Source: an optimization exercise on an open RTL-to-GDS flow (aim: small area, a short achievable clock period and few clock cycles per item). Production flows keep margins and buffers that such runs may drop.
Where RTL was checked, it was by simulation tests only, not by an equivalence proof against the original.
Only the layout flow was run in runs 5 and 6; the RTL was not checked for function there.
Power figures rest on the tool's default switching activity, not on a simulated workload.

==> flow/run.sh <==
#!/bin/bash
# The standard layout (standard.sh), with synthesis changed in two ways:
# adders are left to ABC as plain logic (no full/half-adder cells, ADDER_MAP_FILE
# empty), and ABC maps with its own script (flow/synth.tcl). Registers and their
# names are those of the standard synthesis. Ports are buffered, as in the
# standard flow, but with buf_4 cells rather than the delay buffer that
# buffer_ports picks by default.
set -euo pipefail
here=$(pwd)

ports="BUFFER_PORTS_ARGS=-buffer_cell sky130_fd_sc_hd__buf_4"
bash standard.sh synth SYNTH_SCRIPT="$here/flow/synth.tcl" ADDER_MAP_FILE= "$ports" > "$here/synth.log" 2>&1
bash standard.sh finish SYNTH_SCRIPT="$here/flow/synth.tcl" ADDER_MAP_FILE= "$ports" > "$here/layout.log" 2>&1
test -f "$here/out/final.def"
==> flow/synth.tcl <==
# The standard flow's synthesis script (synth_recipe.tcl), with one change: ABC maps with a
# script that maps with SAT-based area-oriented matching (&nf -a) and pin permutation.
proc synth {args} { yosys synth -nofsm -noshare {*}$args }
proc abc {args} {
  set i [lsearch -exact $args -script]
  if {$i >= 0} {
    set s "+&get -n;&st;&dch;&nf -a -p;&put;buffer -c;topo;stime -c;upsize -c;dnsize -c"
    set args [lreplace $args $i [expr {$i + 1}] -script $s]
  }
  yosys abc {*}$args
}
source $::env(SCRIPTS_DIR)/synth.tcl
# left out here: clear keep_hierarchy, flatten, clean up, hide names made inside functions, write 1_2_yosys.v
==> standard.sh <==
#!/bin/bash
# synth_recipe.tcl (not shown) runs the flow's synth.tcl, then flattens the netlist and writes it again
# the make line also repeats each setting of config.mk as NAME=value (left out here)
make -C /OpenROAD-flow-scripts/flow DESIGN_CONFIG=/design/flow/config.mk WORK_HOME=/design/flow/orfs CLKGATE_MAP_FILE= SYNTH_SCRIPT=/design/flow/synth_recipe.tcl "${@:-finish}"
==> config.mk <==
export PLATFORM = sky130hd
export DESIGN_NAME = alu
export DESIGN_NICKNAME = alu
export VERILOG_FILES = /design/flow/design.v
export SDC_FILE = /design/flow/constraint.sdc
export NUM_CORES = 4
export LEC_CHECK = 0
export ABC_CLOCK_PERIOD_IN_PS = 1800
export CAP_MARGIN = 20
export CORE_MARGIN = 2
export CORE_UTILIZATION = 60
export CTS_CLUSTER_DIAMETER = 60
export CTS_CLUSTER_SIZE = 24
export SETUP_SLACK_MARGIN = 2.9
export SLEW_MARGIN = 20
==> constraint.sdc <==
create_clock -name core_clock -period 5.0 [get_ports {clk}]
set_input_delay 1.0000 -clock core_clock [delete_from_list [all_inputs] [get_ports {clk}]]
set_output_delay 1.0000 -clock core_clock [all_outputs]
set_load 0.01 [all_outputs]
==> design.v <==
module alu(
	output reg[15:0] data_out,
	output reg       valid_out,
	output reg       cmd_out,
	input [15:0]     data_in,
	input            valid_in,
	input            cmd_in,
	output reg       amm_read,
	output reg[7:0]  amm_address,
	input [7:0]      amm_readdata,
	input            amm_waitrequest,
	input [1:0]      amm_response,
	input clk,
	input rst_n
	);
	localparam D = 62;               
	reg        busy;                 
	reg        rx;                   
	reg        last;                 
	reg [5:0]  rem;                  
	reg        idx0, idx1;           
	reg [3:0]  op;
	reg        ee;                   
	reg        err;                  
	reg        dly;                  
	reg        pay;                  
	reg        b_mem;                
	reg        b_iss;                
	reg        b_i1;                 
	reg [7:0]  b_val;
	reg [7:0]  stk [0:D-1];
	reg [5:0]  cnt;
	reg        pop;                  
	reg        infl_i1;              
	reg [7:0]  addr_n;               
	reg [7:0]  v0r, v1r;             
	reg        v1big;                
	reg [7:0]  vbg, vrg;             
	reg [11:0] ures;                 
	reg [11:0] acc;
	wire o_and = (op == 4'd1);
	wire o_or  = (op == 4'd2);
	wire o_xor = (op == 4'd3);
	wire o_log = o_and || o_or || o_xor;
	wire o_not = (op == 4'd4);
	wire o_inc = (op == 4'd5);
	wire o_dec = (op == 4'd6);
	wire o_neg = (op == 4'd7);
	wire o_shr = (op == 4'd8);
	wire o_shl = (op == 4'd9);
	wire o_fast = o_log || o_not;        
	wire idle    = !busy && !dly && !(valid_out && cmd_out);
	wire hdr_in  = idle && valid_in && cmd_in;
	wire beat_in = busy && rx && valid_in;
	wire imm_now = beat_in && !(data_in[8] && !ee);    
	wire [3:0] h_op = data_in[11:8];
	wire [5:0] h_n  = data_in[5:0];
	wire h_ee = (h_n == 6'd0) || (h_op >= 4'd10) ||
	            (h_op[3:2] == 2'b01 && h_n != 6'd1) ||
	            (h_op[3:1] == 3'b100 && h_n != 6'd2);
	wire done_rd  = amm_read && !amm_waitrequest;
	wire rsp_err  = done_rd && (amm_response != 2'b00);
	wire err_n    = err || rsp_err;
	wire push     = b_mem && !b_iss && !err;
	wire head_ok  = (cnt != 6'd0) && !pop;
	wire new_mem  = beat_in && data_in[8] && !ee;
	wire port_free = !amm_read || !amm_waitrequest;
	wire can_iss   = busy && port_free && !err_n;
	wire src_b     = push;
	wire src_e     = !push && head_ok;
	wire src_d     = !push && !head_ok && new_mem;
	wire issue     = can_iss && (src_b || src_e || src_d);
	wire hold_a    = amm_read && amm_waitrequest;
	wire [7:0] addr_next = src_b ? b_val : (src_e ? stk[0] : data_in[7:0]);
	wire waiting   = push || head_ok || new_mem;
	wire reads_done = err_n || (!(amm_read && amm_waitrequest) && !waiting);
	wire beats_done = !rx || (last && valid_in);
	wire respond    = busy && beats_done && reads_done;
	wire hdr_go     = (respond && o_fast) || dly;
	wire [11:0] sum   = acc + {4'h0, vbg} + {4'h0, vrg};
	wire [7:0]  a_or  = acc[7:0] | vbg | vrg;
	wire [7:0]  a_xor = acc[7:0] ^ vbg ^ vrg;
	wire [7:0]  a_log = o_xor ? a_xor : a_or;
	wire [11:0] acc_n = o_log ? {4'h0, a_log} : sum;
	wire [7:0] x0 = v0r;
	wire [7:0] x1 = v1r;
	reg  [7:0] x_all1, x_any1;             
	integer j;
	always @(*) begin
		x_all1[0] = 1'b1;
		x_any1[0] = 1'b0;
		for (j = 1; j < 8; j = j + 1) begin
			x_all1[j] = x_all1[j-1] & x0[j-1];
			x_any1[j] = x_any1[j-1] | x0[j-1];
		end
	end
	wire [11:0] x_inc = {3'h0, x_all1[7] & x0[7], x0 ^ x_all1};
	wire [11:0] x_dec = {{4{!(x_any1[7] | x0[7])}}, x0 ^ ~x_any1};
	wire [7:0]  x_neg = x0 ^ x_any1;
	wire [7:0]  x_shr = v1big ? 8'h00 : x0 >> x1[2:0];
	wire [7:0]  x_shl = v1big ? 8'h00 : x0 << x1[2:0];
	wire [11:0] ures_n = {4'h0, ({8{o_not}} & ~x0) | ({8{o_neg}} & x_neg) |
	                            ({8{o_shr}} & x_shr) | ({8{o_shl}} & x_shl)} |
	                     ({12{o_inc}} & x_inc) | ({12{o_dec}} & x_dec);
	wire [11:0] res = o_log ? {4'h0, a_log ^ {8{o_and}}} : o_not ? {4'h0, ~v0r} :
	                  (op[3] || op[2]) ? ures : acc;
	integer k;
	always @(posedge clk) begin
		if (push) begin
			stk[0] <= b_val;
			if (!pop)
				for (k = 1; k < D; k = k + 1) stk[k] <= stk[k-1];
		end
		else if (pop) begin
			for (k = 0; k < D-1; k = k + 1) stk[k] <= stk[k+1];
		end
		b_val <= data_in[7:0];
		b_i1  <= idx1;
		v0r   <= (imm_now && idx0) ? data_in[7:0] : (done_rd && !infl_i1) ? amm_readdata : v0r;
		v1r   <= (imm_now && idx1) ? data_in[7:0] : (done_rd &&  infl_i1) ? amm_readdata : v1r;
		v1big <= (imm_now && idx1) ? |data_in[7:3] : (done_rd &&  infl_i1) ? |amm_readdata[7:3] : v1big;
		ures  <= ures_n;
		data_out <= (valid_out && cmd_out) ? (err ? 16'h0bad : {4'h0, res})
		                                   : {11'h0, err_n, op};
		amm_address <= hold_a ? ~addr_n : addr_next;
		addr_n      <= hold_a ? addr_n : ~addr_next;
		if (!hold_a)
			infl_i1 <= src_b ? b_i1 : (src_e ? 1'b1 : idx1);
		if (!rst_n) begin
			busy      <= 1'b0;
			rx        <= 1'b0;
			last      <= 1'b0;
			rem       <= 6'd0;
			idx0      <= 1'b0;
			idx1      <= 1'b0;
			op        <= 4'd0;
			ee        <= 1'b0;
			err       <= 1'b0;
			b_mem     <= 1'b0;
			b_iss     <= 1'b0;
			cnt       <= 6'd0;
			pop       <= 1'b0;
			acc       <= 12'd0;
			amm_read  <= 1'b0;
			valid_out <= 1'b0;
			cmd_out   <= 1'b0;
			dly       <= 1'b0;
			pay       <= 1'b0;
			vbg       <= 8'h00;
			vrg       <= 8'h00;
		end
		else begin
			if (hdr_in) begin
				busy <= 1'b1;
				rx   <= (h_n != 6'd0);
				last <= (h_n == 6'd1);
				rem  <= h_n;
				idx0 <= 1'b1;
				idx1 <= 1'b0;
				op   <= h_op;
				ee   <= h_ee;
				err  <= h_ee;
			end
			else
				err <= err_n;
			acc <= pay ? 12'h000 : acc_n;
			pay <= cmd_out;
			vbg <= imm_now ? data_in[7:0] ^ {8{o_and}} : 8'h00;
			vrg <= done_rd ? amm_readdata ^ {8{o_and}} : 8'h00;
			if (beat_in) begin
				rem  <= rem - 6'd1;
				last <= (rem == 6'd2);
				rx   <= !last;
				idx0 <= 1'b0;
				idx1 <= idx0;
			end
			b_mem <= new_mem;
			b_iss <= issue && src_d;
			cnt <= err ? 6'd0 : cnt + {5'd0, push} - {5'd0, pop};
			pop <= issue && !src_d;
			amm_read <= (amm_read && amm_waitrequest) || issue;
			if (respond) busy <= 1'b0;
			dly       <= respond && !o_fast;
			valid_out <= hdr_go || (valid_out && cmd_out);
			cmd_out   <= hdr_go;
		end
	end
endmodule
==> reports/metrics.csv, run 1 <==
stage;metric;value;unit
status;status;finished clean;
logic_synthesis;EDFF count, synth;29;
critical_path;Worst Path Required;5.47;ns
routing;vias per inst;5.615;
finish;register area;0.01263;mm^2
placed_design;Detailed Place HPWL;28240;um
power;Pwr per Cell Area;380.0;mW/mm^2
clock_network;Clock Path Buffers;3;
clock_network;Clk Latency, worst-skew pair;0.58;ns
power;total power;11090;uW
logic_synthesis;asr flop ratio synth;0;
power;Clk network pwr share;0.346;
global_route;first-pass GRT wire length;77880;um
finish;Post-Route Utilization;0.6643;
timing;worst slew pin tran;1.063;ns
critical_path;Top Family by Delay on Critical Path;simple AND/OR/NAND/NOR gates;
finish;antenna diode count;0;
critical_path;critical path endpoint category;flop;
logic_synthesis;Syn Inst Count;2427;
power;Peak VDD IR;0.0003062;V
clock_network;root buf cell;clkbuf_16;
flow_run;Max-Cap Viols;0;
finish;post-route cell area;0.02919;mm^2
timing;fmax;480.2;MHz
floorplan;full die area;0.04599;mm^2
power;Switch Pwr;2912;uW
power;Net Sw Frac;0.2626;
hold_path;Hold Startpoint;idx1;
logic_synthesis;ys flop type;dfxtp_1;
power;cell internal pwr;8177;uW
floorplan;chip width;214.5;um
placed_design;GPL Wtd Cong;0.8888;
placed_design;DP Area;0.02721;mm^2
clock_network;hold buffer count at CTS;0;
logic_synthesis;Synth area leader;dfxtp_1;
hold_path;worst hold-check path type;flop to flop;
routing;Vias;17000;
timing;Hold Vio Cnt, Final;0;
global_route;GRT overflow;0;
timing;max-slew violations;0;
clock_network;CTS Sinks;615;
timing;Final setup viols;0;
clock_network;Reg clk slew, reported paths;0.07;ns
global_route;initial antenna violation count;0;
logic_synthesis;post-synthesis sequential area ratio;0.4742;
critical_path;R2R setup slack;2.95;ns
logic_synthesis;top cells by area, synth;dfxtp_1, mux2i_1, edfxtp_1, o21ai_0, nor2_1;
critical_path;FF-to-FF path depth;7;
logic_synthesis;syn_area_per_cell;10.95;um^2
logic_synthesis;register bit total from synthesis;615;
logic_synthesis;Mapped Area;0.02658;mm^2
routing;TritonRoute pass-1 iters;5;
timing;fin crit share;0.4165;
critical_path;Crit path arrival time;2.55;ns
critical_path;critical path class;primary input to flop;
critical_path;worst-path cell chain;buf_6, or3_4, or2_4, or3_4, o21ai_2, a31oi_2, a21oi_2, nor2b_1;
power;leakage;0.01254;uW
placed_design;number of port buffers;49;
global_route;vias in the first global route;16640;
logic_synthesis;area share of the largest cell type after synthesis;0.4414;
logic_synthesis;most frequent cells after synthesis;mux2i_1, dfxtp_1, o21ai_0, nor2_1, nand2_1;
routing;drt total wl;45270;um
critical_path;crit-path max cell delay;0.38;ns
hold_path;sink of the worst hold path;b_i1;
routing;post-detailed-route count of antenna-violating nets;0;
critical_path;worst r2r src;acc[4];
critical_path;CP max FO;6;
finish;layout overhead on the synthesized area;9.816;%
power;combinational power share;0.143;
routing;drt drc;0;
floorplan;io pins;58;
routing;initial drt markers;991;
logic_synthesis;synth unique cells;70;
clock_network;CTS tree;yes;
critical_path;most numerous cell on the critical path;or3_4;
finish;Final nets;2432;
timing;Slew Limit Headroom;0.2913;
finish;# fillers;3603;
clock_network;htree depth;2;
logic_synthesis;Synth Warn #;2;
timing;Final min period;2.082;ns
global_route;GRT Total Usage;0.1961;
floorplan;Core Region;0.04393;mm^2
global_route;maximum number of pins on one net before global-route repair;158;
critical_path;reg2reg end;acc[11];
timing;Fin Setup TNS;0;ns
critical_path;critical path's slowest cell;or3_4;
finish;area of the multi-input gates;0.01345;mm^2
critical_path;Critical Path Start Type;primary input;
hold_path;hold path depth;0;
power;Flop pwr share;0.511;
floorplan;DIE HEIGHT;214.5;um
floorplan;row cnt;77;
timing;RSZ-0062 raised after global routing;true;
clock_network;total CTS buffers;44;
routing;drt wl/cell;14.95;um
logic_synthesis;count leader, synth;mux2i_1;
finish;layout cells sized above 1;0.1170;
critical_path;sum of buffers and inverters on the critical path;1;
floorplan;Initial Util;0.6049;
timing;Worst Clk Skew;0.01338;ns
==> routing by layer <==
metal | vias up | GRT usage | part of all wire
met2 | 239 | 0.3324 | 0.46
met4 | 0 | 0.06551 | 0.026
met5 | - | 0 | 0
met3 | 82 | 0.02879 | 0.037
li1 | 8637 | - | -
met1 | 8043 | 0.2576 | 0.47
==> worst reg2reg max path: stages (launching register included) <==
cell and delay [ns]:
dfxtp_2 0.36, xor3_2 0.49, nor2_4 0.11, and2b_2 0.26, a31oi_4 0.24, o21ai_4 0.09, and3_4 0.19, o2111a_1 0.22
==> how the worst max path moves through the flow <==
stage	startpoint	end	slack, ns	depth (start not counted)
2_1_floorplan	data_in[4]	err	2.59	6
3_3_place_gp	err	stk[60][5]	2.07	4
3_5_place_dp	err	stk[39][0]	2.05	4
4_1_cts	amm_waitrequest	valid_out	2.90	6
5_1_grt	pop	stk[60][1]	2.83	4
6_report	data_in[4]	ee	2.92	8
==> placed cells by master, fill, tap and decap left out, types with 5 or more instances in the layout <==
cell type,n
a211oi_1,7
a21oi_1,63
and2_1,9
and3_1,7
buf_12,5
buf_4,69
buf_6,7
clkbuf_16,45
clkinv_2,6
dfxtp_1,570
dfxtp_2,13
edfxtp_1,29
inv_1,5
inv_6,8
inv_8,7
maj3_1,7
mux2_2,25
mux2i_1,860
nand2_1,98
nand2b_1,40
nand3_1,64
nor2_1,102
nor2b_1,16
nor3_1,12
o21a_1,6
o21ai_0,135
o21ai_2,5
or2_2,28
or3_1,9
xnor2_1,36
xor2_1,15
==> sequential cells by signal, summed over array words and instances, names as in the netlist, 3 cells and up <==
name         flops
acc             12
b_val            8
rem              6
addr_n           8
amm_address      8
data_out        12
v1r              3
cnt              6
op               4
vrg              8
vbg              8
stk            496
ures            10
v0r              8
==> stage by stage <==
| step | setup WS (ns) | instances | hold WS (ns) |
|---|---|---|---|
| floorplan | 2.591 | 2430 | 0.3638 |
| global placement | 2.073 | 2924 | 0.3798 |
| detailed placement | 2.047 | 2925 | 0.3779 |
| CTS | 2.901 | 3018 | 0.3915 |
| global route | 2.827 | 3028 | 0.4104 |
| finish | 2.918 | 3028 | 0.3943 |
==> timing repair <==
item | 4_1_cts | 5_1_grt
buffers inserted | 9 | 10
setup endpoints to repair | 493 | 47
gates cloned | 3 | 0
gates resized for setup | 23 | 39
pin swaps | 4 | 17
==> cell type report <==
class / instances / area share
clock inverters: 32 / 0.01299
clock buffers: 49 / 0.04013
well taps: 592 / 0.02538
inverters: 6 / 0.0007717
multi-input cells: 1649 / 0.4608
flip-flops and latches: 615 / 0.4327
repair buffers: 85 / 0.02722
==> cells by family after synthesis <==
| logic type | Yosys count | share of synthesized area |
|---|---|---|
| multiplexers | 885 | 0.3345 |
| flip-flops | 615 | 0.4742 |
| AND/OR/NAND/NOR | 418 | 0.07636 |
| AO/OA/AOI/OAI | 269 | 0.05814 |
| buffers and inverters | 167 | 0.02702 |
| XOR/XNOR | 64 | 0.02665 |
| adder cells (fa/ha/maj) | 8 | 0.003013 |
| other | 1 | 0.0001411 |
==> power by group through the flow <==
stage	sequential (uW)	clock, uW	combinational (uW)
finish	5670	3840	1590
global route	5720	4140	1780
CTS	5670	3960	1570
detailed placement	5770	0	1550
global placement	5760	0	1500
floorplan	5700	0	1250
Testbench counts, summed over its fixed seeds: cycles 34,374, items 2,000.
==> inputs of run 2 (changes only) <==
--- a/config.mk
+++ b/config.mk
@@ -10,3 +10,3 @@
 export CORE_MARGIN = 2
-export CORE_UTILIZATION = 60
+export CORE_UTILIZATION = 66
 export CTS_CLUSTER_DIAMETER = 60
==> run 2 against run 1 <==
Power fell by 2.3%. Combinational power grew 3%. Count of clock-buffer cells in the layout decreased by 2. Final cell count fell by 1.9%. Sequential power about the same. Largest power group unchanged. Non-clock buffer count up 18. Worst hold slack lost 0.0061 ns. Critical path depth unchanged. Setup slack got worse by 0.073 ns. Clock power down 8.3%. Die area fell by 8.9%. Flip-flop and latch count did not move.
==> reports/metrics.csv, run 2 <==
stage;metric;value;unit
clock_network;htree depth;2;
finish;# fillers;2854;
global_route;initial antenna violation count;1;
logic_synthesis;mux contribution to synthesized area;0.3345;
placed_design;number of port buffers;49;
timing;Fin Setup TNS;0;ns
power;Pwr per Cell Area;370.5;mW/mm^2
placed_design;GPL Wtd Cong;0.8855;
timing;max-slew violations;0;
finish;layout overhead on the synthesized area;9.985;%
critical_path;Worst Path Required;5.46;ns
floorplan;DIE HEIGHT;204.7;um
critical_path;critical path class;primary input to flop;
routing;TritonRoute pass-1 iters;5;
timing;fmax;463.8;MHz
routing;drt total wl;47290;um
finish;max reg flops;496;
logic_synthesis;synth unique cells;70;
timing;Worst Clk Skew;0.01482;ns
power;Peak VDD IR;0.0003546;V
finish;Final nets;2445;
routing;drt wl/cell;15.93;um
logic_synthesis;Synth Area in Compound Gates;0.05814;
placed_design;Detailed Place HPWL;28620;um
logic_synthesis;Syn Inst Count;2427;
critical_path;R2R setup slack;2.93;ns
logic_synthesis;Mapped Area;0.02658;mm^2
timing;worst slew pin tran;1.003;ns
logic_synthesis;adder-cell share of the synthesized area;0.003013;
hold_path;worst hold-check path type;flop to flop;
critical_path;reg2reg end;acc[11];
routing;vias per inst;5.784;
finish;layout cells sized above 1;0.1195;
power;total power;10830;uW
critical_path;most numerous cell on the critical path;buf_4;
logic_synthesis;Synth Warn #;2;
logic_synthesis;count leader, synth;mux2i_1;
finish;antenna diode count;0;
timing;hold slack;0.3882;ns
timing;RSZ-0062 raised after global routing;true;
logic_synthesis;XOR/XNOR share of the synthesized area;0.02665;
logic_synthesis;largest family of logic cells by synthesized area;multiplexers;
floorplan;chip width;204.7;um
routing;initial drt markers;813;
critical_path;CP max FO;5;
logic_synthesis;Synth Area in Simple Gates;0.07636;
logic_synthesis;top cells by area, synth;dfxtp_1, mux2i_1, edfxtp_1, o21ai_0, nor2_1;
finish;fin cells;2969;
clock_network;Clock Path Buffers;3;
clock_network;CTS tree;yes;
flow_run;Max-Cap Viols;0;
timing;Slew Limit Headroom;0.3314;
placed_design;total placed cells including tap cells;2857;
critical_path;worst-path cell chain;buf_12, or3_4, or2_4, buf_4, buf_4, o31ai_2, a31oi_4, o21a_1;
floorplan;Core Region;0.03973;mm^2
clock_network;Reg clk slew, reported paths;0.08;ns
critical_path;Worst setup endpoint;err;
floorplan;full die area;0.04189;mm^2
timing;Final min period;2.156;ns
finish;largest reg by FF count;stk;
clock_network;Clk Latency, worst-skew pair;0.57;ns
logic_synthesis;register bit total from synthesis;615;
global_route;vias in the first global route;16700;
logic_synthesis;Synth area leader;dfxtp_1;
logic_synthesis;area share of the largest cell type after synthesis;0.4414;
timing;fin crit share;0.4312;
logic_synthesis;most frequent cells after synthesis;mux2i_1, dfxtp_1, o21ai_0, nor2_1, nand2_1;
critical_path;crit-path max cell delay;0.38;ns
global_route;GRT overflow;0;
clock_network;total CTS buffers;39;
routing;drt drc;0;
power;leakage;0.01258;uW
critical_path;critical path endpoint category;flop;
timing;Hold Vio Cnt, Final;0;
status;status;finished clean;
logic_synthesis;ys flop type;dfxtp_1;
clock_network;root buf cell;clkbuf_16;
floorplan;io pins;58;
clock_network;CTS Sinks;615;
critical_path;Crit path arrival time;2.62;ns
critical_path;critical path's slowest cell;or3_4;
logic_synthesis;syn_area_per_cell;10.95;um^2
finish;Post-Route Utilization;0.7357;
finish;top flop regs;stk: 496 flops, acc: 12 flops, data_out: 12 flops;
logic_synthesis;post-synthesis sequential area ratio;0.4742;
critical_path;FF-to-FF path depth;7;
global_route;maximum number of pins on one net before global-route repair;125;
critical_path;Critical Path Start Type;primary input;
critical_path;CP startpoint;data_in[3];
routing;post-detailed-route count of antenna-violating nets;0;
global_route;GRT Total Usage;0.2230;
floorplan;row cnt;73;
floorplan;Initial Util;0.6689;
critical_path;worst r2r src;vrg[4];
timing;Final setup viols;0;
global_route;first-pass GRT wire length;78620;um
finish;most common cell after layout, fill and taps aside;mux2i_1;
logic_synthesis;EDFF count, synth;29;
routing;Vias;17170;
logic_synthesis;asr flop ratio synth;0;
finish;commonest non-fill, non-tap cells in the layout;mux2i_1, dfxtp_1, o21ai_0, nor2_1, nand2_1;
run 2: report_power, final:
part | internal (uW) | total [uW] | leakage [uW] | switching [uW]
logic | 800 | 1640 | 0.00689 | 835
registers | 5420 | 5670 | 0.00503 | 249
clock network | 1770 | 3520 | 0.000663 | 1750
total | 8000 | 10800 | 0.0126 | 2830
run 2: cell families (layout without fill, tap and decap cells):
kind of cell	Yosys count	count (layout)
flip-flops	615	615
XOR/XNOR	64	64
adder cells (fa/ha/maj)	8	8
other	1	4
AO/OA/AOI/OAI	269	269
multiplexers	885	885
AND/OR/NAND/NOR	418	419
buffers and inverters	167	180
run 2: stage by stage:
stage | worst slack [ns] | instance area (um^2)
finish | 2.844 | 29230
floorplan | 2.591 | 26620
detailed placement | 1.944 | 27130
global route | 2.838 | 29230
global placement | 2.014 | 27120
CTS | 2.875 | 28910
run 2: cell type report:
cell class / count / area (um^2) / area share
inverter: 6 / 25.02 / 0.0008561
clock buffer: 47 / 1080 / 0.03694
timing repair buffer: 103 / 1070 / 0.03660
clock inverter: 24 / 295.3 / 0.01010
sequential: 615 / 12630 / 0.4320
multi-input combinational: 1649 / 13480 / 0.4610
tap: 525 / 656.9 / 0.02247
run 2: critical path, delay by kind of cell:
kind	cells	cell delay (ns)
AND/OR/NAND/NOR	2	0.63
AO/OA/AOI/OAI	3	0.62
buffers and inverters	3	0.38
run 2: how the worst min path moves through the flow:
stage,cells past startpoint,start,slack [ns],endpoint
2_1_floorplan,0,idx1,0.36,b_i1
3_3_place_gp,0,idx1,0.38,b_i1
3_5_place_dp,0,idx1,0.38,b_i1
4_1_cts,0,idx1,0.39,b_i1
5_1_grt,0,idx1,0.40,b_i1
6_report,0,idx1,0.39,b_i1
run 2: layer usage:
layer	global-route usage	wire length (um)	up-vias
met5	0	0	-
met1	0.2858	21670	8201
li1	-	-	8661
met2	0.3885	22910	240
met3	0.03675	1709	72
met4	0.06082	1000	0
run 2: what timing repair did:
action,4_1_cts,5_1_grt
endpoints found under the setup margin,519,67
resized for setup,33,43
pin swaps,11,20
cloned,5,1
hold buffers,0,0
buffers inserted,18,17
==> inputs of run 3 (changes only) <==
--- a/config.mk
+++ b/config.mk
@@ -10,6 +10,6 @@
 export CORE_MARGIN = 2
-export CORE_UTILIZATION = 66
+export CORE_UTILIZATION = 60
 export CTS_CLUSTER_DIAMETER = 60
 export CTS_CLUSTER_SIZE = 24
-export SETUP_SLACK_MARGIN = 2.9
+export SETUP_SLACK_MARGIN = 2.95
 export SLEW_MARGIN = 20
==> run 3 against run 2 <==
Still clean on timing, DRC and antenna. Combinational power about the same. Flip-flop and latch count unchanged. Power up 1.8%. Global-route usage down 2.3 points. Count of clock-buffer cells in the layout up 4. Routed wire length up 0.42%. Clock power up 5%. Worst hold slack better by 0.012 ns. Critical endpoint is now amm_read. Largest cell class unchanged.
==> reports/metrics.csv, run 3 <==
stage;metric;value;unit
logic_synthesis;top cells by area, synth;dfxtp_1, mux2i_1, edfxtp_1, o21ai_0, nor2_1;
power;Clk network pwr share;0.335;
routing;drt wl/cell;15.54;um
hold_path;hold path depth;0;
critical_path;Top Family by Delay on Critical Path;flip-flops;
power;Peak VDD IR;0.0002695;V
global_route;initial antenna violation count;0;
logic_synthesis;Synth area leader;dfxtp_1;
power;Net Sw Frac;0.2679;
finish;# fillers;3479;
floorplan;Core Region;0.04393;mm^2
power;leakage;0.01273;uW
critical_path;worst-path cell chain;buf_6;
placed_design;GPL Wtd Cong;0.9046;
global_route;vias in the first global route;16740;
logic_synthesis;Mapped Area;0.02658;mm^2
critical_path;Crit path arrival time;1.08;ns
logic_synthesis;Synth Warn #;2;
timing;Worst Clk Skew;0.01956;ns
routing;drt total wl;47490;um
critical_path;critical path class;flop to primary output;
logic_synthesis;synth unique cells;70;
clock_network;root buf cell;clkbuf_16;
clock_network;hold buffer count at CTS;0;
finish;layout cells sized above 1;0.1356;
logic_synthesis;Syn Inst Count;2427;
logic_synthesis;ys flop type;dfxtp_1;
logic_synthesis;asr flop ratio synth;0;
floorplan;Initial Util;0.6049;
timing;Fin Setup TNS;0;ns
clock_network;Clock Path Buffers;3;
critical_path;critical path's slowest cell;dfxtp_4;
finish;Final nets;2460;
placed_design;number of port buffers;49;
timing;worst slew pin tran;0.9719;ns
hold_path;sink of the worst hold path;b_i1;
critical_path;Critical Path Start Type;flop;
global_route;first-pass GRT wire length;79190;um
routing;initial drt markers;879;
hold_path;worst hold-check path type;flop to flop;
global_route;maximum number of pins on one net before global-route repair;152;
placed_design;Detailed Place HPWL;28790;um
floorplan;row cnt;77;
routing;drt drc;0;
floorplan;io pins;58;
timing;Slew Limit Headroom;0.3521;
power;Pwr per Cell Area;371.7;mW/mm^2
power;Switch Pwr;2955;uW
hold_path;Hold Startpoint;idx1;
critical_path;sum of buffers and inverters on the critical path;1;
flow_run;Max-Cap Viols;0;
critical_path;CP max FO;3;
timing;final setup margin;2.919;ns
logic_synthesis;area share of the largest cell type after synthesis;0.4414;
timing;Final setup viols;0;
clock_network;CTS tree;yes;
finish;largest reg by FF count;stk;
floorplan;DIE HEIGHT;214.5;um
finish;antenna diode count;0;
critical_path;FF-to-FF path depth;8;
finish;commonest non-fill, non-tap cells in the layout;mux2i_1, dfxtp_1, o21ai_0, nor2_1, nand2_1;
critical_path;Worst Path Required;4.00;ns
clock_network;Reg clk slew, reported paths;0.08;ns
routing;vias per inst;5.622;
finish;most common cell after layout, fill and taps aside;mux2i_1;
logic_synthesis;syn_area_per_cell;10.95;um^2
routing;post-detailed-route count of antenna-violating nets;0;
routing;TritonRoute pass-1 iters;5;
critical_path;reg2reg end;cnt[5];
logic_synthesis;count leader, synth;mux2i_1;
clock_network;CTS Sinks;615;
logic_synthesis;EDFF count, synth;29;
timing;fin crit share;0.4162;
routing;Vias;17170;
power;cell internal pwr;8073;uW
logic_synthesis;most frequent cells after synthesis;mux2i_1, dfxtp_1, o21ai_0, nor2_1, nand2_1;
timing;max-slew violations;0;
finish;top flop regs;stk: 496 flops, acc: 12 flops, data_out: 12 flops;
finish;layout overhead on the synthesized area;11.64;%
clock_network;Clk Latency, worst-skew pair;0.59;ns
logic_synthesis;post-synthesis sequential area ratio;0.4742;
critical_path;R2R setup slack;2.97;ns
placed_design;DP Worst Slack;1.776;ns
timing;Final min period;2.081;ns
power;combinational power share;0.150;
floorplan;full die area;0.04599;mm^2
timing;RSZ-0062 raised after global routing;true;
status;status;finished clean;
floorplan;chip width;214.5;um
timing;Hold Vio Cnt, Final;0;
clock_network;htree depth;2;
global_route;GRT Total Usage;0.2002;
clock_network;total CTS buffers;42;
finish;max reg flops;496;
timing;fmax;480.6;MHz
critical_path;critical path endpoint category;primary output;
critical_path;crit-path max cell delay;0.37;ns
power;Flop pwr share;0.515;
logic_synthesis;register bit total from synthesis;615;
critical_path;worst r2r src;err;
global_route;GRT overflow;0;
[run 3: how the worst max path moves through the flow]
stage	from	to	slack [ns]	cells past startpoint
6_report	amm_read	amm_read	2.92	1
5_1_grt	op[2]	data_out[5]	2.84	7
4_1_cts	amm_read	amm_read	2.89	1
3_5_place_dp	err	valid_out	1.78	7
3_3_place_gp	err	valid_out	1.82	7
2_1_floorplan	data_in[4]	err	2.59	6
[run 3: metrics by stage]
step	hold slack (ns)	power [uW]	instance area, um^2	utilization	std cells
CTS	0.3987	11120	29240	0.6655	3024
detailed placement	0.3852	7316	27230	0.6197	2924
floorplan	0.3638	6954	26660	-	2430
finish	0.3998	11030	29670	0.6754	3055
global route	0.4112	11600	29670	0.6754	3055
global placement	0.3843	7254	27220	0.6196	2924
[run 3: metal layers]
| layer | wire (um) | vias up | part of all wire | track usage |
|---|---|---|---|---|
| met1 | 22660 | 8211 | 0.48 | 0.2634 |
| met2 | 22180 | 199 | 0.47 | 0.3392 |
| met3 | 1852 | 64 | 0.039 | 0.03660 |
| met4 | 805 | 0 | 0.017 | 0.05370 |
| li1 | - | 8700 | - | - |
| met5 | 0 | - | 0 | 0 |
[run 3: what timing repair did]
item                       4_1_cts  5_1_grt
setup endpoints to repair      566      120
cloned                           3        2
buffers inserted                19       29
gates resized for setup         69       52
pin swaps                       12       24
[run 3: final cells by class]
class	instances	area, um^2	share of cell area
Tap cell	592	740.7	0.02496
Clock inverter	27	319.1	0.01075
Inverter	6	27.53	0.0009277
Sequential cell	615	12660	0.4267
Clock buffer	51	1169	0.03939
Timing Repair Buffer	115	1245	0.04196
Multi-Input combinational cell	1649	13510	0.4553
[run 3: cells by family after synthesis]
family                   synth area share
AO/OA/AOI/OAI                     0.05814
XOR/XNOR                          0.02665
adder cells (fa/ha/maj)          0.003013
buffers and inverters             0.02702
flip-flops                         0.4742
multiplexers                       0.3345
other                           0.0001411
AND/OR/NAND/NOR                   0.07636
[run 3: power by group through the flow]
| stage | combinational, uW | clock, uW | sequential [uW] |
|---|---|---|---|
| final | 1650 | 3690 | 5680 |
| after detailed placement | 1530 | 0 | 5790 |
| after floorplan | 1250 | 0 | 5700 |
| after CTS | 1620 | 3810 | 5690 |
| after global routing | 1840 | 4010 | 5740 |
| after global placement | 1480 | 0 | 5770 |
==> inputs of run 4 (changes only) <==
--- a/flow/synth.tcl
+++ b/flow/synth.tcl
@@ -6,3 +6,3 @@
   if {$i >= 0} {
-    set s "+&get -n;&st;&dch;&nf -a -p;&put;buffer -c;topo;stime -c;upsize -c;dnsize -c"
+    set s "+&get -n;&st;&syn2;&if -g -K 6;&synch2;&dch;&nf -R 0 -F 1;&put;buffer -c;topo;stime -c;upsize -c;dnsize -c"
     set args [lreplace $args $i [expr {$i + 1}] -script $s]
--- a/config.mk
+++ b/config.mk
@@ -13,3 +13,3 @@
 export CTS_CLUSTER_SIZE = 24
-export SETUP_SLACK_MARGIN = 2.95
+export SETUP_SLACK_MARGIN = 2.9
 export SLEW_MARGIN = 20
==> run 4 against run 3 <==
Routed wire length is 3.2% higher. Utilization is 0.62 points lower. Flip-flop and latch count stayed put. Global-route usage is 1.0 points higher. Critical path depth is 8 higher. Final cell count is 1.5% lower. Design area is 0.48% lower. Register-to-register slack worse by 0.25 ns. Setup slack worse by 0.19 ns. Sequential share of layout area is 0.14 points higher. Via count hardly changed. Power is 19% lower. Critical endpoint is now acc[7]. Largest power group unchanged.
==> reports/metrics.csv, run 4 <==
stage;metric;value;unit
placed_design;Detailed Place HPWL;30520;um
clock_network;total CTS buffers;41;
power;Pwr per Cell Area;302.8;mW/mm^2
logic_synthesis;area share of the largest cell type after synthesis;0.4390;
floorplan;row cnt;77;
logic_synthesis;Synth Warn #;2;
hold_path;Hold Startpoint;idx1;
finish;max reg flops;496;
timing;hold slack;0.4057;ns
routing;drt wl/cell;16.29;um
logic_synthesis;asr flop ratio synth;0;
floorplan;full die area;0.04624;mm^2
flow_run;Max-Cap Viols;0;
timing;worst slew pin tran;0.7213;ns
critical_path;critical path endpoint category;flop;
logic_synthesis;synth unique cells;71;
critical_path;Crit path arrival time;2.77;ns
global_route;vias in the first global route;17090;
finish;layout cells sized above 1;0.1063;
global_route;GRT Total Usage;0.2103;
timing;Final min period;2.276;ns
timing;Worst Clk Skew;0.02563;ns
clock_network;CTS tree;yes;
clock_network;CTS Sinks;615;
clock_network;htree depth;2;
logic_synthesis;syn_area_per_cell;11.15;um^2
clock_network;Reg clk slew, reported paths;0.09;ns
timing;Final setup viols;0;
critical_path;CP max FO;3;
finish;commonest non-fill, non-tap cells in the layout;mux2i_1, dfxtp_1, nand2_1, nor2_1, buf_4;
routing;TritonRoute pass-1 iters;5;
critical_path;worst r2r src;acc[4];
critical_path;sum of buffers and inverters on the critical path;1;
timing;fin crit share;0.4551;
clock_network;Clock Path Buffers;3;
finish;most common cell after layout, fill and taps aside;mux2i_1;
placed_design;number of port buffers;49;
power;leakage;0.01300;uW
critical_path;crit-path max cell delay;0.47;ns
logic_synthesis;top cells by area, synth;dfxtp_1, mux2i_1, edfxtp_1, nor2_1, nand2_1;
logic_synthesis;Mapped Area;0.02672;mm^2
clock_network;Clk Latency, worst-skew pair;0.59;ns
critical_path;Critical Path Start Type;flop;
critical_path;worst-path cell chain;xor3_2, xnor2_2, or3_4, buf_4, o211ai_4, a31oi_1, xnor2_1, nand2_1, a21oi_2;
floorplan;io pins;58;
global_route;initial antenna violation count;0;
floorplan;Core Region;0.04412;mm^2
timing;max-slew violations;0;
global_route;GRT overflow;0;
timing;Hold Vio Cnt, Final;0;
routing;post-detailed-route count of antenna-violating nets;0;
timing;fmax;439.4;MHz
logic_synthesis;EDFF count, synth;29;
finish;Final nets;2417;
placed_design;GPL Wtd Cong;0.8868;
logic_synthesis;ys flop type;dfxtp_1;
finish;top flop regs;stk: 496 flops, acc: 12 flops, data_out: 12 flops;
floorplan;Initial Util;0.6056;
hold_path;sink of the worst hold path;b_i1;
critical_path;critical path class;flop to flop;
timing;RSZ-0062 raised after global routing;true;
critical_path;Worst Path Required;5.50;ns
routing;Vias;17170;
clock_network;root buf cell;clkbuf_16;
critical_path;R2R setup slack;2.72;ns
routing;vias per inst;5.703;
logic_synthesis;Synth area leader;dfxtp_1;
finish;# fillers;3529;
finish;antenna diode count;0;
critical_path;reg2reg end;acc[7];
timing;Fin Setup TNS;0;ns
floorplan;chip width;215.0;um
routing;drt total wl;49030;um
logic_synthesis;register bit total from synthesis;615;
routing;initial drt markers;931;
placed_design;total placed cells including tap cells;2902;
global_route;first-pass GRT wire length;81960;um
critical_path;FF-to-FF path depth;9;
finish;fin cells;3010;
timing;Slew Limit Headroom;0.5191;
hold_path;hold path depth;0;
logic_synthesis;count leader, synth;mux2i_1;
logic_synthesis;post-synthesis sequential area ratio;0.4716;
finish;largest reg by FF count;stk;
logic_synthesis;Syn Inst Count;2396;
logic_synthesis;most frequent cells after synthesis;mux2i_1, dfxtp_1, nor2_1, nand2_1, a21oi_1;
global_route;maximum number of pins on one net before global-route repair;145;
floorplan;DIE HEIGHT;215.0;um
routing;drt drc;0;
hold_path;worst hold-check path type;flop to flop;
critical_path;Top Family by Delay on Critical Path;XOR/XNOR gates;
status;status;finished clean;
finish;layout overhead on the synthesized area;10.51;%
critical_path;critical path's slowest cell;xor3_2;
power;Peak VDD IR;0.0002769;V
==> run 4: layout make-up <==
type / instances / area (um^2) / share of cell area
clock buffers: 48 / 1105 / 0.03742
inverters: 8 / 46.29 / 0.001568
repair buffers: 93 / 965.9 / 0.03271
flip-flops and latches: 615 / 12640 / 0.4281
multi-input cells: 1626 / 13710 / 0.4644
repair inverters: 1 / 8.758 / 0.0002966
well taps: 592 / 740.7 / 0.02508
clock inverters: 27 / 307.8 / 0.01042
==> run 4: logic make-up after synthesis <==
logic type,Yosys count,share of synthesized area
AOI/OAI and AO/OA,224,0.05291
xor gates and xnor gates,53,0.02210
adders and majority gates,6,0.002248
buffers and inverters,160,0.02397
DFF,615,0.4716
muxes,978,0.3669
other,1,0.0001403
and+or+nand+nor,359,0.06008
==> run 4: report_power, final <==
group | switching, uW | internal (uW)
Clock | 1830 | 1730
Sequential | 48.5 | 4990
Combinational | 193 | 148
==> run 4: worst max path at each step <==
stage,from,end,cells after the start
finish,acc[4],acc[7],9
global route,acc[4],acc[7],9
CTS,vrg[5],acc[11],8
detailed placement,err,stk[38][7],6
global placement,err,stk[43][7],6
floorplan,v0r[2],ures[5],7
==> run 4: repair_timing <==
| item | CTS | global route |
|---|---|---|
| hold buffers | 0 | 0 |
| endpoints found under the hold margin | 0 | 0 |
| pin swaps | 13 | 18 |
| setup endpoints to repair | 561 | 115 |
| setup buffers | 13 | 14 |
| resized for setup | 56 | 30 |
| gates cloned | 5 | 1 |
==> run 4: per-stage QoR <==
step | setup slack [ns] | total power, uW | cell area (um^2) | util
floorplan | 2.718 | 5354 | 26780 | -
global placement | 2.008 | 5454 | 27470 | 0.6226
detailed placement | 1.934 | 5461 | 27470 | 0.6226
CTS | 2.763 | 9051 | 29270 | 0.6634
global route | 2.616 | 9281 | 29530 | 0.6692
finish | 2.724 | 8941 | 29530 | 0.6692
==> run 4: metal layers <==
metal | global-route usage | up-vias | wire length [um]
li1 | - | 8627 | -
met1 | 0.2712 | 8206 | 22660
met2 | 0.3576 | 236 | 23140
met3 | 0.03057 | 98 | 1712
met4 | 0.08069 | 0 | 1515
met5 | 0 | - | 0
==> inputs of run 5 (changes only) <==
--- a/design.v
+++ b/design.v
@@ -38,3 +38,2 @@
 	reg [7:0]  vbg, vrg;             
-	reg [11:0] ures;                 
 	reg [11:0] acc;
@@ -83,3 +82,2 @@
 	wire [7:0]  a_log = o_xor ? a_xor : a_or;
-	wire [11:0] acc_n = o_log ? {4'h0, a_log} : sum;
 	wire [7:0] x0 = v0r;
@@ -104,4 +102,4 @@
 	                     ({12{o_inc}} & x_inc) | ({12{o_dec}} & x_dec);
-	wire [11:0] res = o_log ? {4'h0, a_log ^ {8{o_and}}} : o_not ? {4'h0, ~v0r} :
-	                  (op[3] || op[2]) ? ures : acc;
+	wire [11:0] acc_n = o_log ? {4'h0, a_log} : (op[3] || op[2]) ? ures_n : sum;
+	wire [11:0] res = o_log ? {4'h0, a_log ^ {8{o_and}}} : o_not ? {4'h0, ~v0r} : acc;
 	integer k;
@@ -121,3 +119,2 @@
 		v1big <= (imm_now && idx1) ? |data_in[7:3] : (done_rd &&  infl_i1) ? |amm_readdata[7:3] : v1big;
-		ures  <= ures_n;
 		data_out <= (valid_out && cmd_out) ? (err ? 16'h0bad : {4'h0, res})
@@ -152,2 +149,3 @@
 		else begin
+			if (pay) op <= 4'd0;
 			if (hdr_in) begin
--- a/flow/synth.tcl
+++ b/flow/synth.tcl
@@ -6,3 +6,3 @@
   if {$i >= 0} {
-    set s "+&get -n;&st;&syn2;&if -g -K 6;&synch2;&dch;&nf -R 0 -F 1;&put;buffer -c;topo;stime -c;upsize -c;dnsize -c"
+    set s "+&get -n;&st;&dch;&nf -a -p;&put;buffer -c;topo;stime -c;upsize -c;dnsize -c"
     set args [lreplace $args $i [expr {$i + 1}] -script $s]
==> run 5 against run 4 <==
Clock skew fell by 0.0036 ns. Register-to-register slack got worse by 0.04 ns. Count of clock-buffer cells in the layout rose by 1. Worst hold slack improved by 0.012 ns. Critical path depth fell by 1. Setup slack got worse by 0.043 ns. Final cell count rose by 0.30%. Still clean on timing, DRC and antenna. Routed wire length barely moved.
==> reports/metrics.csv, run 5 <==
stage;metric;value;unit
logic_synthesis;largest family of logic cells by synthesized area;multiplexers;
routing;post-detailed-route count of antenna-violating nets;0;
global_route;maximum number of pins on one net before global-route repair;162;
routing;vias per inst;5.700;
critical_path;FF-to-FF path depth;8;
floorplan;Initial Util;0.6086;
logic_synthesis;mux contribution to synthesized area;0.3399;
critical_path;critical path endpoint category;flop;
clock_network;hold buffer count at CTS;0;
finish;top flop regs;stk: 496 flops, acc: 12 flops, data_out: 12 flops;
routing;drt wl/cell;16.23;um
finish;largest reg by FF count;stk;
flow_run;Max-Cap Viols;0;
floorplan;full die area;0.04538;mm^2
routing;TritonRoute pass-1 iters;5;
global_route;GRT Total Usage;0.2171;
logic_synthesis;Synth Area in Compound Gates;0.05823;
placed_design;number of port buffers;49;
power;Flop pwr share;0.523;
logic_synthesis;adder-cell share of the synthesized area;0.003818;
critical_path;Worst setup endpoint;acc[10];
timing;Final min period;2.319;ns
critical_path;worst r2r src;vrg[6];
logic_synthesis;XOR/XNOR share of the synthesized area;0.02544;
status;status;finished clean;
logic_synthesis;post-synthesis sequential area ratio;0.4731;
finish;fin cells;3019;
critical_path;Worst Path Required;5.51;ns
clock_network;Clk Latency, worst-skew pair;0.59;ns
clock_network;Clock Path Buffers;3;
finish;most common cell after layout, fill and taps aside;mux2i_1;
critical_path;CP max FO;3;
logic_synthesis;Syn Inst Count;2399;
clock_network;CTS tree;yes;
floorplan;io pins;58;
logic_synthesis;most frequent cells after synthesis;mux2i_1, dfxtp_1, o21ai_0, clkbuf_1, nand2_1;
placed_design;Detailed Place HPWL;29500;um
timing;Fin Setup TNS;0;ns
placed_design;total placed cells including tap cells;2886;
critical_path;critical path class;flop to flop;
finish;post-route cell area;0.02915;mm^2
global_route;met3 Use GR;0.03206;
critical_path;reg2reg end;acc[10];
critical_path;CP startpoint;vrg[6];
logic_synthesis;top cells by area, synth;dfxtp_1, mux2i_1, edfxtp_1, o21ai_0, clkbuf_1;
global_route;met1 Use GR;0.2796;
clock_network;root buf cell;clkbuf_16;
timing;Final setup viols;0;
power;cell internal pwr;7879;uW
hold_path;Hold Startpoint;idx1;
floorplan;chip width;213.0;um
global_route;GRT Max-Usage Layer;met2;
logic_synthesis;ys flop type;dfxtp_1;
routing;initial drt markers;837;
placed_design;GPL Wtd Cong;0.8904;
critical_path;Critical Path Start Type;flop;
timing;Worst Clk Skew;0.02202;ns
logic_synthesis;count leader, synth;mux2i_1;
routing;Vias;17210;
global_route;first-pass GRT wire length;81590;um
finish;Final nets;2433;
floorplan;row cnt;76;
timing;Slew Limit Headroom;0.3398;
routing;drt total wl;49010;um
logic_synthesis;Mapped Area;0.02622;mm^2
finish;max reg flops;496;
global_route;met2 Use GR;0.3704;
power;Net Sw Frac;0.2636;
global_route;initial antenna violation count;0;
power;Clk network pwr share;0.328;
timing;RSZ-0062 raised after global routing;true;
logic_synthesis;asr flop ratio synth;0;
routing;drt drc;0;
logic_synthesis;area share of the largest cell type after synthesis;0.4399;
timing;Hold Vio Cnt, Final;0;
global_route;GRT overflow;0;
power;Peak VDD IR;0.0003299;V
timing;max-slew violations;0;
clock_network;CTS Sinks;605;
logic_synthesis;Synth Area in Simple Gates;0.07216;
placed_design;DP Area;0.02689;mm^2
logic_synthesis;register bit total from synthesis;605;
logic_synthesis;synth unique cells;66;
power;Pwr per Cell Area;367.0;mW/mm^2
hold_path;worst hold-check path type;flop to flop;
finish;layout overhead on the synthesized area;11.21;%
floorplan;DIE HEIGHT;213.0;um
power;combinational power share;0.149;
logic_synthesis;Synth Warn #;2;
finish;layout cells sized above 1;0.1249;
logic_synthesis;Synth area leader;dfxtp_1;
timing;fin crit share;0.4638;
logic_synthesis;syn_area_per_cell;10.93;um^2
power;Switch Pwr;2821;uW
logic_synthesis;EDFF count, synth;29;
timing;fmax;431.2;MHz
critical_path;R2R setup slack;2.68;ns
power;leakage;0.01258;uW
floorplan;Core Region;0.04308;mm^2
global_route;vias in the first global route;16850;
critical_path;Crit path arrival time;2.83;ns
clock_network;total CTS buffers;40;
clock_network;Reg clk slew, reported paths;0.08;ns
finish;antenna diode count;0;
finish;commonest non-fill, non-tap cells in the layout;mux2i_1, dfxtp_1, o21ai_0, buf_4, nand2_1;
clock_network;htree depth;2;
timing;worst slew pin tran;0.9903;ns
==> run 5: cell count changes after synthesis, sizes merged, moves of 14 or more <==
| cell | before | now |
|---|---|---|
| nand3 | 18 | 63 |
| mux2i | 966 | 861 |
| or2 | 7 | 29 |
| nor2 | 127 | 92 |
| clkbuf | 71 | 96 |
| nand2b | 19 | 43 |
| o21ai | 54 | 132 |
| nand2 | 123 | 93 |
| buf | 81 | 66 |
| mux2 | 12 | 26 |
==> run 5: timing repair <==
item,CTS,global route
pin swaps,17,17
setup buffers,39,11
setup endpoints to repair,515,248
resized for setup,55,25
gates cloned,8,1
hold endpoints to repair,0,0
==> run 5: cell type report <==
type	instances	area (um^2)
Fill cell	3371	13920
Multi-Input combinational cell	1623	13400
Sequential cell	605	12440
Timing Repair Buffer	116	1132
Clock buffer	49	1107
Tap cell	585	732.0
Clock inverter	25	262.8
Inverter	14	68.82
Timing Repair inverter	2	17.52
==> run 5: power by group through the flow <==
stage          Clock [uW]  Sequential [uW]  Combinational, uW
2_1_floorplan           0             5640               1190
3_3_place_gp            0             5690               1460
3_5_place_dp            0             5710               1510
4_1_cts              3630             5590               1570
5_1_grt              3790             5650               1780
6_report             3510             5590               1590
==> run 5: per-layer routing <==
| layer | routed length (um) | up-vias |
|---|---|---|
| met5 | 0 | - |
| met4 | 1429 | 0 |
| met3 | 1825 | 84 |
| met2 | 23040 | 241 |
| met1 | 22720 | 8248 |
| li1 | - | 8634 |
==> run 5: kinds of logic (layout without fill, tap and decap cells) <==
kind of cell,after synthesis,after routing
muxes,887,887
DFF,605,605
and+or+nand+nor,387,389
AOI/OAI and AO/OA,268,268
buffers and inverters,176,206
xor gates and xnor gates,65,65
adders and majority gates,10,10
other,1,4
==> run 5: metrics by stage <==
stage               hold WS, ns  total power, uW  worst slack (ns)  utilization
floorplan                0.3638             6836             2.742            -
global placement         0.3919             7148             1.647       0.6242
detailed placement       0.4000             7215             1.509       0.6242
CTS                      0.4119            10800             2.709       0.6715
global route             0.4377            11220             2.612       0.6768
finish                   0.4180            10700             2.681       0.6768
==> run 5: worst max-delay path, cell delays in order (launching register included) <==
cell and delay [ns]:
dfxtp_2 0.36, xor3_2 0.51, xnor2_4 0.16, or4_4 0.52
o211ai_4 0.23, a21oi_2 0.11, o21bai_1 0.16, a31oi_1 0.10
nor2_1 0.11
==> run 5: worst min path at each step <==
stage           end  slack (ns)  cells after the start
2_1_floorplan  b_i1        0.36                      0
3_3_place_gp   b_i1        0.39                      0
3_5_place_dp   b_i1        0.40                      0
4_1_cts        b_i1        0.41                      0
5_1_grt        b_i1        0.44                      0
6_report       b_i1        0.42                      0
==> inputs of run 6 (changes only) <==
--- a/design.v
+++ b/design.v
@@ -33,2 +33,3 @@
 	reg        pop;                  
+	reg        s_push, s_pop;        
 	reg        infl_i1;              
@@ -38,2 +39,3 @@
 	reg [7:0]  vbg, vrg;             
+	reg [11:0] ures;                 
 	reg [11:0] acc;
@@ -82,2 +84,3 @@
 	wire [7:0]  a_log = o_xor ? a_xor : a_or;
+	wire [11:0] acc_n = o_log ? {4'h0, a_log} : sum;
 	wire [7:0] x0 = v0r;
@@ -102,12 +105,12 @@
 	                     ({12{o_inc}} & x_inc) | ({12{o_dec}} & x_dec);
-	wire [11:0] acc_n = o_log ? {4'h0, a_log} : (op[3] || op[2]) ? ures_n : sum;
-	wire [11:0] res = o_log ? {4'h0, a_log ^ {8{o_and}}} : o_not ? {4'h0, ~v0r} : acc;
+	wire [11:0] res = o_log ? {4'h0, a_log ^ {8{o_and}}} : o_not ? {4'h0, ~v0r} :
+	                  (op[3] || op[2]) ? ures : acc;
 	integer k;
 	always @(posedge clk) begin
-		if (push) begin
+		if (s_push) begin
 			stk[0] <= b_val;
-			if (!pop)
+			if (!s_pop)
 				for (k = 1; k < D; k = k + 1) stk[k] <= stk[k-1];
 		end
-		else if (pop) begin
+		else if (s_pop) begin
 			for (k = 0; k < D-1; k = k + 1) stk[k] <= stk[k+1];
@@ -119,2 +122,3 @@
 		v1big <= (imm_now && idx1) ? |data_in[7:3] : (done_rd &&  infl_i1) ? |amm_readdata[7:3] : v1big;
+		ures  <= ures_n;
 		data_out <= (valid_out && cmd_out) ? (err ? 16'h0bad : {4'h0, res})
@@ -139,2 +143,4 @@
 			pop       <= 1'b0;
+			s_push    <= 1'b0;
+			s_pop     <= 1'b0;
 			acc       <= 12'd0;
@@ -149,3 +155,2 @@
 		else begin
-			if (pay) op <= 4'd0;
 			if (hdr_in) begin
@@ -178,2 +183,4 @@
 			pop <= issue && !src_d;
+			s_pop  <= issue && !src_d;
+			s_push <= new_mem && !(issue && src_d) && !err_n;
 			amm_read <= (amm_read && amm_waitrequest) || issue;
==> run 6 against run 5 <==
Sequential power increased by 2%. Non-clock buffer count shrank 25. Routed wire length shrank 7.9%. Synthesized area grew 1.3%. Maximum frequency rose by 10%. Flip-flop and latch count rose by 11. Die area is 1.2% higher. Critical endpoint is now acc[8]. Largest power group unchanged. Highest routed layer unchanged.
==> reports/metrics.csv, run 6 <==
stage;metric;value;unit
critical_path;Worst Path Required;5.45;ns
power;Pwr per Cell Area;372.7;mW/mm^2
logic_synthesis;Synth area leader;dfxtp_1;
global_route;GRT overflow;0;
placed_design;Detailed Place HPWL;28240;um
routing;post-detailed-route count of antenna-violating nets;0;
routing;drt total wl;45160;um
power;total power;10860;uW
critical_path;Crit path arrival time;2.56;ns
hold_path;hold path depth;0;
clock_network;Clock Path Buffers;3;
floorplan;chip width;214.3;um
global_route;initial antenna violation count;0;
timing;fin crit share;0.4208;
timing;Final setup viols;0;
logic_synthesis;area share of the largest cell type after synthesis;0.4427;
critical_path;Critical Path Start Type;flop;
routing;TritonRoute pass-1 iters;5;
critical_path;CP max FO;4;
floorplan;full die area;0.04594;mm^2
clock_network;total CTS buffers;41;
timing;Fin Setup TNS;0;ns
power;cell internal pwr;7979;uW
routing;vias per inst;5.609;
timing;Hold Vio Cnt, Final;0;
finish;top flop regs;stk: 496 flops, acc: 12 flops, data_out: 12 flops;
timing;fmax;475.3;MHz
finish;largest reg by FF count;stk;
critical_path;critical path endpoint category;flop;
clock_network;hold buffer count at CTS;0;
routing;Vias;16860;
clock_network;htree depth;2;
logic_synthesis;top cells by area, synth;dfxtp_1, mux2i_1, edfxtp_1, a21oi_1, o21ai_0;
placed_design;GPL Wtd Cong;0.8578;
clock_network;Reg clk slew, reported paths;0.08;ns
floorplan;Core Region;0.04393;mm^2
logic_synthesis;register bit total from synthesis;616;
finish;antenna diode count;0;
routing;initial drt markers;905;
finish;# fillers;3599;
status;status;finished clean;
timing;max-slew violations;0;
global_route;GRT Total Usage;0.1908;
finish;max reg flops;496;
timing;Final min period;2.104;ns
timing;Worst Clk Skew;0.01580;ns
critical_path;critical path class;flop to flop;
logic_synthesis;asr flop ratio synth;0;
timing;worst slew pin tran;0.9052;ns
logic_synthesis;syn_area_per_cell;11.06;um^2
logic_synthesis;post-synthesis sequential area ratio;0.4755;
clock_network;root buf cell;clkbuf_16;
floorplan;row cnt;77;
timing;RSZ-0062 raised after global routing;true;
logic_synthesis;Syn Inst Count;2401;
global_route;maximum number of pins on one net before global-route repair;187;
finish;Final nets;2412;
global_route;vias in the first global route;16400;
power;Net Sw Frac;0.2655;
routing;drt drc;0;
clock_network;CTS Sinks;616;
critical_path;FF-to-FF path depth;6;
floorplan;DIE HEIGHT;214.3;um
finish;layout overhead on the synthesized area;9.799;%
logic_synthesis;synth unique cells;64;
logic_synthesis;most frequent cells after synthesis;mux2i_1, dfxtp_1, a21oi_1, nor2_1, o21ai_0;
logic_synthesis;Mapped Area;0.02655;mm^2
power;combinational power share;0.148;
logic_synthesis;count leader, synth;mux2i_1;
hold_path;worst hold-check path type;flop to flop;
timing;Slew Limit Headroom;0.3965;
logic_synthesis;ys flop type;dfxtp_1;
global_route;first-pass GRT wire length;75890;um
power;Peak VDD IR;0.0004150;V
clock_network;Clk Latency, worst-skew pair;0.58;ns
power;Flop pwr share;0.524;
logic_synthesis;Synth Warn #;2;
power;Clk network pwr share;0.328;
power;leakage;0.009295;uW
finish;layout cells sized above 1;0.1181;
flow_run;Max-Cap Viols;0;
clock_network;CTS tree;yes;
floorplan;Initial Util;0.6042;
finish;commonest non-fill, non-tap cells in the layout;mux2i_1, dfxtp_1, a21oi_1, nor2_1, o21ai_0;
finish;most common cell after layout, fill and taps aside;mux2i_1;
floorplan;io pins;58;
logic_synthesis;EDFF count, synth;29;
routing;drt wl/cell;15.02;um
power;Switch Pwr;2884;uW
placed_design;number of port buffers;49;
==> run 6: final cells by class <==
cell class / instances / area (um^2) / share of cell area
clock buffers: 49 / 1119 / 0.03838
clock inverters: 27 / 297.8 / 0.01022
inverters: 7 / 26.28 / 0.0009015
multi-input cells: 1624 / 13450 / 0.4615
flip-flops and latches: 616 / 12660 / 0.4345
well taps: 592 / 740.7 / 0.02541
repair buffers: 91 / 849.6 / 0.02915
==> run 6: cell families after synthesis <==
group,count (synthesis),synth area share
multiplexers,903,0.3414
AND/OR/NAND/NOR,361,0.06811
adder cells (fa/ha/maj),8,0.003017
other,1,0.0001413
XOR/XNOR,63,0.02470
AO/OA/AOI/OAI,285,0.06104
buffers and inverters,164,0.02607
flip-flops,616,0.4755
==> run 6: critical path, cell delays in order, from the launching register on <==
cell and delay [ns]:
dfxtp_2 0.34, xnor3_1 0.43, xor2_1 0.20, or2_1 0.26, or4_4 0.55, a21oi_2 0.16
nor3b_2 0.05
==> run 6: power groups by stage <==
stage / logic (uW) / registers [uW] / clock network, uW
CTS: 1580 / 5700 / 3700
detailed placement: 1540 / 5800 / 0
finish: 1610 / 5690 / 3560
global placement: 1490 / 5790 / 0
global route: 1800 / 5750 / 3860
floorplan: 1260 / 5710 / 0
==> run 6: metal layers <==
| metal | GRT usage | share of wire | wire length [um] |
|---|---|---|---|
| met1 | 0.2513 | 0.47 | 21250 |
| met2 | 0.3247 | 0.47 | 21300 |
| met3 | 0.02582 | 0.035 | 1593 |
| met4 | 0.06319 | 0.023 | 1020 |
| met5 | 0 | 0 | 0 |
==> run 6: stage by stage <==
stage | std cells | instance area (um^2) | hold WS (ns) | utilization | setup slack [ns]
after CTS | 2992 | 28880 | 0.4055 | 0.6574 | 2.870
after detailed placement | 2900 | 27210 | 0.3947 | 0.6194 | 2.285
after global routing | 3006 | 29150 | 0.4113 | 0.6634 | 2.830
after global placement | 2900 | 27210 | 0.3937 | 0.6194 | 2.327
after floorplan | 2404 | 26580 | 0.3638 | - | 2.687
final | 3006 | 29150 | 0.4134 | 0.6634 | 2.896
==> run 6: final timing paths <==
check	end	startpoint	slack [ns]
setup / recovery	acc[8]	acc[5]	2.90
hold reg to reg	b_i1	idx1	0.41
hold / removal	b_i1	idx1	0.41
setup reg to reg	acc[8]	acc[5]	2.90
==> run 6: repair_timing <==
item                                    CTS  global route
gates resized for setup                  43            34
endpoints found under the setup margin  236           242
setup buffers                            16            13
cloned                                    0             1
pin swaps                                 6            14
==> inputs of run 7 (changes only) <==
--- a/design.v
+++ b/design.v
@@ -33,3 +33,2 @@
 	reg        pop;                  
-	reg        s_push, s_pop;        
 	reg        infl_i1;              
@@ -109,8 +108,8 @@
 	always @(posedge clk) begin
-		if (s_push) begin
+		if (push) begin
 			stk[0] <= b_val;
-			if (!s_pop)
+			if (!pop)
 				for (k = 1; k < D; k = k + 1) stk[k] <= stk[k-1];
 		end
-		else if (s_pop) begin
+		else if (pop) begin
 			for (k = 0; k < D-1; k = k + 1) stk[k] <= stk[k+1];
@@ -143,4 +142,2 @@
 			pop       <= 1'b0;
-			s_push    <= 1'b0;
-			s_pop     <= 1'b0;
 			acc       <= 12'd0;
@@ -183,4 +180,2 @@
 			pop <= issue && !src_d;
-			s_pop  <= issue && !src_d;
-			s_push <= new_mem && !(issue && src_d) && !err_n;
 			amm_read <= (amm_read && amm_waitrequest) || issue;
==> flow/synth.tcl (replaced) <==
# The standard flow's synthesis script (synth_recipe.tcl), with one change: ABC maps with a
# script that maps with SAT-based area-oriented matching (&nf -a) and pin permutation,
# leaving buffering and sizing to the placement-aware repair steps.
proc synth {args} { yosys synth -nofsm -noshare {*}$args }
proc abc {args} {
  set i [lsearch -exact $args -script]
  if {$i >= 0} {
    set s "+&get -n;&st;&dch;&nf -a -p;&put;topo;stime -c"
    set args [lreplace $args $i [expr {$i + 1}] -script $s]
  }
  yosys abc {*}$args
}
source $::env(SCRIPTS_DIR)/synth.tcl
# left out here: clear keep_hierarchy, flatten, clean up, hide names made inside functions, write 1_2_yosys.v
==> run 7 against run 6 <==
Still clean on timing, DRC and antenna. Synthesized cell count shrank 5.5%. Global-route usage grew 2.3 points. Non-clock buffer count grew 12. Final cell count shrank 0.70%. First-iteration DRC count shrank 7.5%. Register-to-register slack gained 0.02 ns. Highest routed layer unchanged.
==> reports/metrics.csv, run 7 <==
stage;metric;value;unit
status;status;finished clean;
hold_path;Hold Startpoint;idx1;
critical_path;R2R setup slack;2.92;ns
power;Net Sw Frac;0.2716;
critical_path;FF-to-FF path depth;7;
clock_network;hold buffer count at CTS;0;
routing;drt total wl;48240;um
logic_synthesis;mux contribution to synthesized area;0.3444;
critical_path;CP startpoint;data_in[4];
floorplan;row cnt;75;
power;Pwr per Cell Area;367.8;mW/mm^2
timing;hold slack;0.4080;ns
logic_synthesis;Synth area leader;dfxtp_1;
power;leakage;0.01253;uW
power;Clk network pwr share;0.326;
flow_run;Max-Cap Viols;0;
floorplan;io pins;58;
finish;largest reg by FF count;stk;
global_route;GRT Total Usage;0.2138;
logic_synthesis;asr flop ratio synth;0;
finish;max reg flops;496;
critical_path;Critical Path Start Type;primary input;
timing;Worst Clk Skew;0.03086;ns
clock_network;Clock Path Buffers;3;
routing;Vias;17280;
power;Peak VDD IR;0.0003206;V
floorplan;chip width;211.4;um
power;total power;10770;uW
power;Flop pwr share;0.526;
logic_synthesis;largest family of logic cells by synthesized area;multiplexers;
routing;vias per inst;5.789;
critical_path;worst r2r src;vrg[4];
hold_path;hold path depth;0;
clock_network;CTS Sinks;615;
floorplan;full die area;0.04469;mm^2
routing;TritonRoute pass-1 iters;5;
logic_synthesis;synth unique cells;52;
logic_synthesis;EDFF count, synth;29;
routing;drt drc;0;
floorplan;Core Region;0.04223;mm^2
timing;Hold Vio Cnt, Final;0;
timing;fin crit share;0.4229;
critical_path;reg2reg end;acc[11];
timing;Final min period;2.114;ns
finish;layout overhead on the synthesized area;13.41;%
clock_network;Clk Latency, worst-skew pair;0.59;ns
placed_design;total placed cells including tap cells;2874;
logic_synthesis;Synth Area in Compound Gates;0.05812;
logic_synthesis;count leader, synth;mux2i_1;
timing;worst slew pin tran;0.9003;ns
power;cell internal pwr;7842;uW
timing;Slew Limit Headroom;0.3983;
timing;Final setup viols;0;
critical_path;Crit path arrival time;2.59;ns
routing;metal2 WL;22360;um
logic_synthesis;XOR/XNOR share of the synthesized area;0.02569;
global_route;maximum number of pins on one net before global-route repair;96;
timing;RSZ-0062 raised after global routing;true;
logic_synthesis;most frequent cells after synthesis;mux2i_1, dfxtp_1, o21ai_0, nor2_1, nand2_1;
logic_synthesis;top cells by area, synth;dfxtp_1, mux2i_1, edfxtp_1, o21ai_0, nor2_1;
global_route;initial antenna violation count;0;
power;Switch Pwr;2924;uW
timing;max-slew violations;0;
finish;most common cell after layout, fill and taps aside;mux2i_1;
power;combinational power share;0.148;
critical_path;critical path class;primary input to flop;
finish;# fillers;3281;
finish;area of the multi-input gates;0.01345;mm^2
finish;commonest non-fill, non-tap cells in the layout;mux2i_1, dfxtp_1, o21ai_0, nor2_1, nand2_1;
global_route;first-pass GRT wire length;80030;um
finish;top flop regs;stk: 496 flops, acc: 12 flops, data_out: 12 flops;
[run 7: changes by cell type after synthesis, sizes merged, moves of 6 or more]
| cell | previous run | this run |
|---|---|---|
| a21oi | 119 | 67 |
| a22oi | 9 | 2 |
| buf | 87 | 4 |
| clkbuf | 70 | 0 |
| inv | 6 | 0 |
| mux2i | 883 | 860 |
| nand2 | 63 | 102 |
| nand2b | 46 | 40 |
| nand3 | 40 | 65 |
| o21ai | 94 | 146 |
[run 7: layer usage]
| metal | vias up | track usage |
|---|---|---|
| li1 | 8648 | - |
| met1 | 8277 | 0.2839 |
| met2 | 279 | 0.3589 |
| met3 | 77 | 0.03842 |
| met4 | 0 | 0.05901 |
| met5 | - | 0 |
[run 7: stage by stage]
step	setup TNS, ns	util	area (um^2)	setup slack (ns)
after global routing	0	0.6932	29270	2.841
after detailed placement	0	0.6405	27050	2.012
after floorplan	-721.52	-	25860	-5.517
after global placement	0	0.6405	27050	2.074
final	0	0.6932	29270	2.886
after CTS	0	0.6834	28860	2.893
[run 7: layout make-up]
cell class              count  area share
multi-input cells        1650      0.4596
flip-flops and latches    615      0.4316
repair buffers            103     0.03804
clock buffers              47     0.03616
well taps                 539     0.02304
clock inverters            25     0.01052
inverters                   6    0.001026
[run 7: how the worst min path moves through the flow]
stage | endpoint | slack (ns)
3_5_place_dp | b_i1 | 0.39
6_report | b_i1 | 0.41
5_1_grt | b_i1 | 0.42
3_3_place_gp | b_i1 | 0.39
2_1_floorplan | b_i1 | 0.36
4_1_cts | b_i1 | 0.41
[run 7: power groups by stage]
stage,registers (uW),clock network [uW],logic [uW]
floorplan,5850,0,1170
global placement,5760,0,1430
detailed placement,5780,0,1490
CTS,5670,3630,1550
global route,5720,3800,1780
finish,5670,3510,1590
[run 7: cell families after synthesis]
group | after synthesis
flip-flops | 615
adder cells (fa/ha/maj) | 8
buffers and inverters | 10
other | 1
AO/OA/AOI/OAI | 269
XOR/XNOR | 64
AND/OR/NAND/NOR | 418
multiplexers | 885
[run 7: critical path, cell delays in order]
cell,delay [ns]
buf_4,0.16
or3_4,0.39
or2_4,0.24
or3_4,0.35
o21ai_2,0.14
a31oi_2,0.12
a21oi_1,0.13
nor2b_1,0.05
[run 7: what timing repair did]
action	in CTS	in global routing
endpoints found under the setup margin	536	299
cloned	6	2
pin swaps	9	11
gates resized for setup	51	52
setup buffers	11	20
Testbench counts of run 7, summed over its fixed seeds: cycles 34,374, items 2,000.

separate check: timing with driven ports:
The results above use ideal ports. As a check the final layouts listed here were re-extracted and re-timed, cells and wires unchanged. Step 1: set_driving_cell puts a clkbuf_16 on clk and a buf_2 on each other input, an assumption about the parent block. Step 2 also shifts input and output timing later by t, the mid clock arrival at the registers, as if the neighbouring blocks saw the same clock. a / b / c = ideal ports / drivers / drivers and shift; a / b = the first two.
run | shift t [ns] | setup slack, ns
run 1 | 0.627 | 2.918 / 2.884 / 2.312
run 2 | 0.622 | 2.844 / 2.850 / 2.228
run 3 | 0.633 | 2.919 / 2.863 / 2.347
run 4 | 0.630 | 2.724 / 2.724 / 2.398
run 5 | 0.631 | 2.681 / 2.681 / 2.397
run 6 | 0.628 | 2.896 / 2.867 / 2.393
run 7 | 0.628 | 2.886 / 2.876 / 2.290
After both steps setup and hold are still met in every run listed.
